This is an optimization exercise on Yosys and OpenROAD, whose aim is small area, not a production implementation.
The RTL was checked by simulation tests, not by an equivalence proof against the original design.

==> exp/delta <==
## top_module
module top_module #(parameter N = 31, M = 31) (
  input signed [N:0] a, input signed [N:0] b, input signed [N:0] p, input signed [N:0] q,
  input clk, input rst, rst1,
  output signed [N:0] af, output signed [N:0] bf, output signed [N:0] pf, output signed [N:0] qf,
  output [M:0] output_angle_vec, output [M:0] output_angle_rot);
  wire vs0 = b[31];
  wire vx0s_1, vx0c_1;
  fadd u_vx0_1 (.a(a[0]), .b((b[0] ^ vs0)), .c(vs0), .s(vx0s_1), .co(vx0c_1));
  wire vx0s_2, vx0c_2;
  fadd u_vx0_2 (.a(a[1]), .b((b[1] ^ vs0)), .c(vx0c_1), .s(vx0s_2), .co(vx0c_2));
  wire vx0s_3, vx0c_3;
  fadd u_vx0_3 (.a(a[2]), .b((b[2] ^ vs0)), .c(vx0c_2), .s(vx0s_3), .co(vx0c_3));
  wire vx0s_4, vx0c_4;
  fadd u_vx0_4 (.a(a[3]), .b((b[3] ^ vs0)), .c(vx0c_3), .s(vx0s_4), .co(vx0c_4));
  wire vx0s_5, vx0c_5;
  fadd u_vx0_5 (.a(a[4]), .b((b[4] ^ vs0)), .c(vx0c_4), .s(vx0s_5), .co(vx0c_5));
  wire vx0s_6, vx0c_6;
  fadd u_vx0_6 (.a(a[5]), .b((b[5] ^ vs0)), .c(vx0c_5), .s(vx0s_6), .co(vx0c_6));
  wire vx0s_7, vx0c_7;
  fadd u_vx0_7 (.a(a[6]), .b((b[6] ^ vs0)), .c(vx0c_6), .s(vx0s_7), .co(vx0c_7));
  wire vx0s_8, vx0c_8;
  fadd u_vx0_8 (.a(a[7]), .b((b[7] ^ vs0)), .c(vx0c_7), .s(vx0s_8), .co(vx0c_8));
  wire vx0s_9, vx0c_9;
  fadd u_vx0_9 (.a(a[8]), .b((b[8] ^ vs0)), .c(vx0c_8), .s(vx0s_9), .co(vx0c_9));
  wire vx0s_10, vx0c_10;
  fadd u_vx0_10 (.a(a[9]), .b((b[9] ^ vs0)), .c(vx0c_9), .s(vx0s_10), .co(vx0c_10));
  wire vx0s_11 = a[10] ^ (b[10] ^ vs0);
  wire vx0c_12 = a[10] & (b[10] ^ vs0);
  wire vx0s_13, vx0c_13;
  fadd u_vx0_13 (.a(a[11]), .b((b[11] ^ vs0)), .c(vx0c_12), .s(vx0s_13), .co(vx0c_13));
  wire vx0s_14, vx0c_14;
  fadd u_vx0_14 (.a(a[12]), .b((b[12] ^ vs0)), .c(vx0c_13), .s(vx0s_14), .co(vx0c_14));
  wire vx0s_15, vx0c_15;
  fadd u_vx0_15 (.a(a[13]), .b((b[13] ^ vs0)), .c(vx0c_14), .s(vx0s_15), .co(vx0c_15));
  wire vx0s_16, vx0c_16;
  ...
Settings: LEC_CHECK=0, CAP_MARGIN=20, CORE_MARGIN=2, CORE_UTILIZATION=55, PLACE_DENSITY=0.7, SLEW_MARGIN=20, SYNTH_HIERARCHICAL=1; clock period 8.0 ns.
standard.sh (not shown) runs the stock make flow with config.mk's settings and CLKGATE_MAP_FILE= SYNTH_SCRIPT=/design/flow/synth_recipe.tcl, a recipe that flattens the netlist after the stock synthesis.
==> flow/flow/run.sh <==
#!/bin/bash
# Own flow: the standard layout (standard.sh, unchanged synthesis and steps), with
#  - port buffers made from the smallest buffer cell instead of clkdlybuf4s50_1, and
#  - the clock tree built without dummy loads and with larger leaf clusters.
# Every ORFS step writes its full log under orfs/logs/; this script's own output goes to
# run_flow.log in the work folder.
set -euo pipefail
exec > >(tee -a run_flow.log) 2>&1
export BUFFER_PORTS_ARGS="-buffer_cell sky130_fd_sc_hd__buf_1"
export CTS_ARGS="-sink_clustering_enable -repair_clock_nets -dont_use_dummy_load -buf_list sky130_fd_sc_hd__clkbuf_16 -sink_clustering_size 24 -sink_clustering_max_diameter 80"
bash standard.sh
==> inputs of exp/violet, as changes to exp/delta <==
CORE_UTILIZATION = 40   (was 55)
PLACE_DENSITY = 0.6   (was 0.7)
==> inputs of exp/yarrow, as changes to exp/delta <==
--- a/flow/flow/run.sh
+++ b/flow/flow/run.sh
@@ -8,4 +8,4 @@
 exec > >(tee -a run_flow.log) 2>&1
 export BUFFER_PORTS_ARGS="-buffer_cell sky130_fd_sc_hd__buf_1"
-export CTS_ARGS="-sink_clustering_enable -repair_clock_nets -dont_use_dummy_load -buf_list sky130_fd_sc_hd__clkbuf_16 -sink_clustering_size 24 -sink_clustering_max_diameter 80"
+export CTS_ARGS="-sink_clustering_enable -repair_clock_nets -dont_use_dummy_load -buf_list sky130_fd_sc_hd__clkbuf_8 -sink_clustering_size 16 -sink_clustering_max_diameter 60"
 bash standard.sh
CORE_UTILIZATION = 40   (was 55)
PLACE_DENSITY = 0.6   (was 0.7)
==> inputs of exp/cedar, as changes to exp/delta <==
--- a/flow/flow/run.sh
+++ b/flow/flow/run.sh
@@ -8,4 +8,4 @@
 exec > >(tee -a run_flow.log) 2>&1
 export BUFFER_PORTS_ARGS="-buffer_cell sky130_fd_sc_hd__buf_1"
-export CTS_ARGS="-sink_clustering_enable -repair_clock_nets -dont_use_dummy_load -buf_list sky130_fd_sc_hd__clkbuf_16 -sink_clustering_size 24 -sink_clustering_max_diameter 80"
+export CTS_ARGS="-sink_clustering_enable -repair_clock_nets -dont_use_dummy_load -buf_list sky130_fd_sc_hd__clkbuf_8 -sink_clustering_size 16 -sink_clustering_max_diameter 60"
 bash standard.sh
CAP_MARGIN = 10   (was 20)
SLEW_MARGIN = 10   (was 20)
==> comparison table <==
	exp/cedar	exp/yarrow	exp/delta	exp/violet
Outcome	no timing/DRC/antenna violations	no timing/DRC/antenna violations	no timing/DRC/antenna violations	no timing/DRC/antenna violations
Fillers	24.1k	37.7k	23.9k	37.6k
Drt pass-1 iters	6	8	6	7
Core box area	0.294 sq mm	0.403 sq mm	0.294 sq mm	0.403 sq mm
Layout clock buffers	228	244	158	159
Capturing point of the worst reg2reg path	rot_y6[31]	rot_y9[29]	rot_y6[26]	rot_y9[31]
Met1 Usage GRT	30.3%	22.6%	30.3%	22.6%
Met1 wire length	147,000 um	156,000 um	147,000 um	156,000 um
Starting utilization of the core area	55.2%	40.2%	55.2%	40.2%
Fraction of final layout cells sized beyond drive strength 1	6.06%	6.64%	5.69%	6.14%
Pin count of the biggest net entering global routing	92	133	92	133
GR met3 Demand/Resource	2.72%	1.92%	2.63%	1.79%

[port drivers added, routing unchanged]
How much do the figures lean on ideal ports? The routed layouts below were timed once more, with nothing changed but the port constraints. Step 1: set_driving_cell puts a clkbuf_16 on clk and a buf_2 on each other input, an assumption about the parent block. Step 2 moves the port delays by t, midway between the first and last clock arrival at a register: inputs arrive t later, outputs are due t later. That takes back most of the time a late clock gives input paths. Three values: ideal ports, drivers, drivers and shift; two values: the first two.
run | t (ns) | slack for setup (ns) | hold slack, ns | latest minus earliest clock arrival (ns)
exp/delta | 0.923 | 0.174 / 0.174 / 0.174 | 0.300 / 0.300 / 0.300 | 0.108 / 0.107
exp/violet | 0.944 | 0.362 / 0.362 / 0.362 | 0.302 / 0.302 / 0.302 | 0.160 / 0.160
exp/yarrow | 1.150 | 0.332 / 0.332 / 0.332 | 0.216 / 0.216 / 0.216 | 0.187 / 0.187
exp/cedar | 1.081 | 0.241 / 0.241 / 0.241 | 0.278 / 0.278 / 0.278 | 0.198 / 0.198
After both steps setup and hold are still met in every run listed.
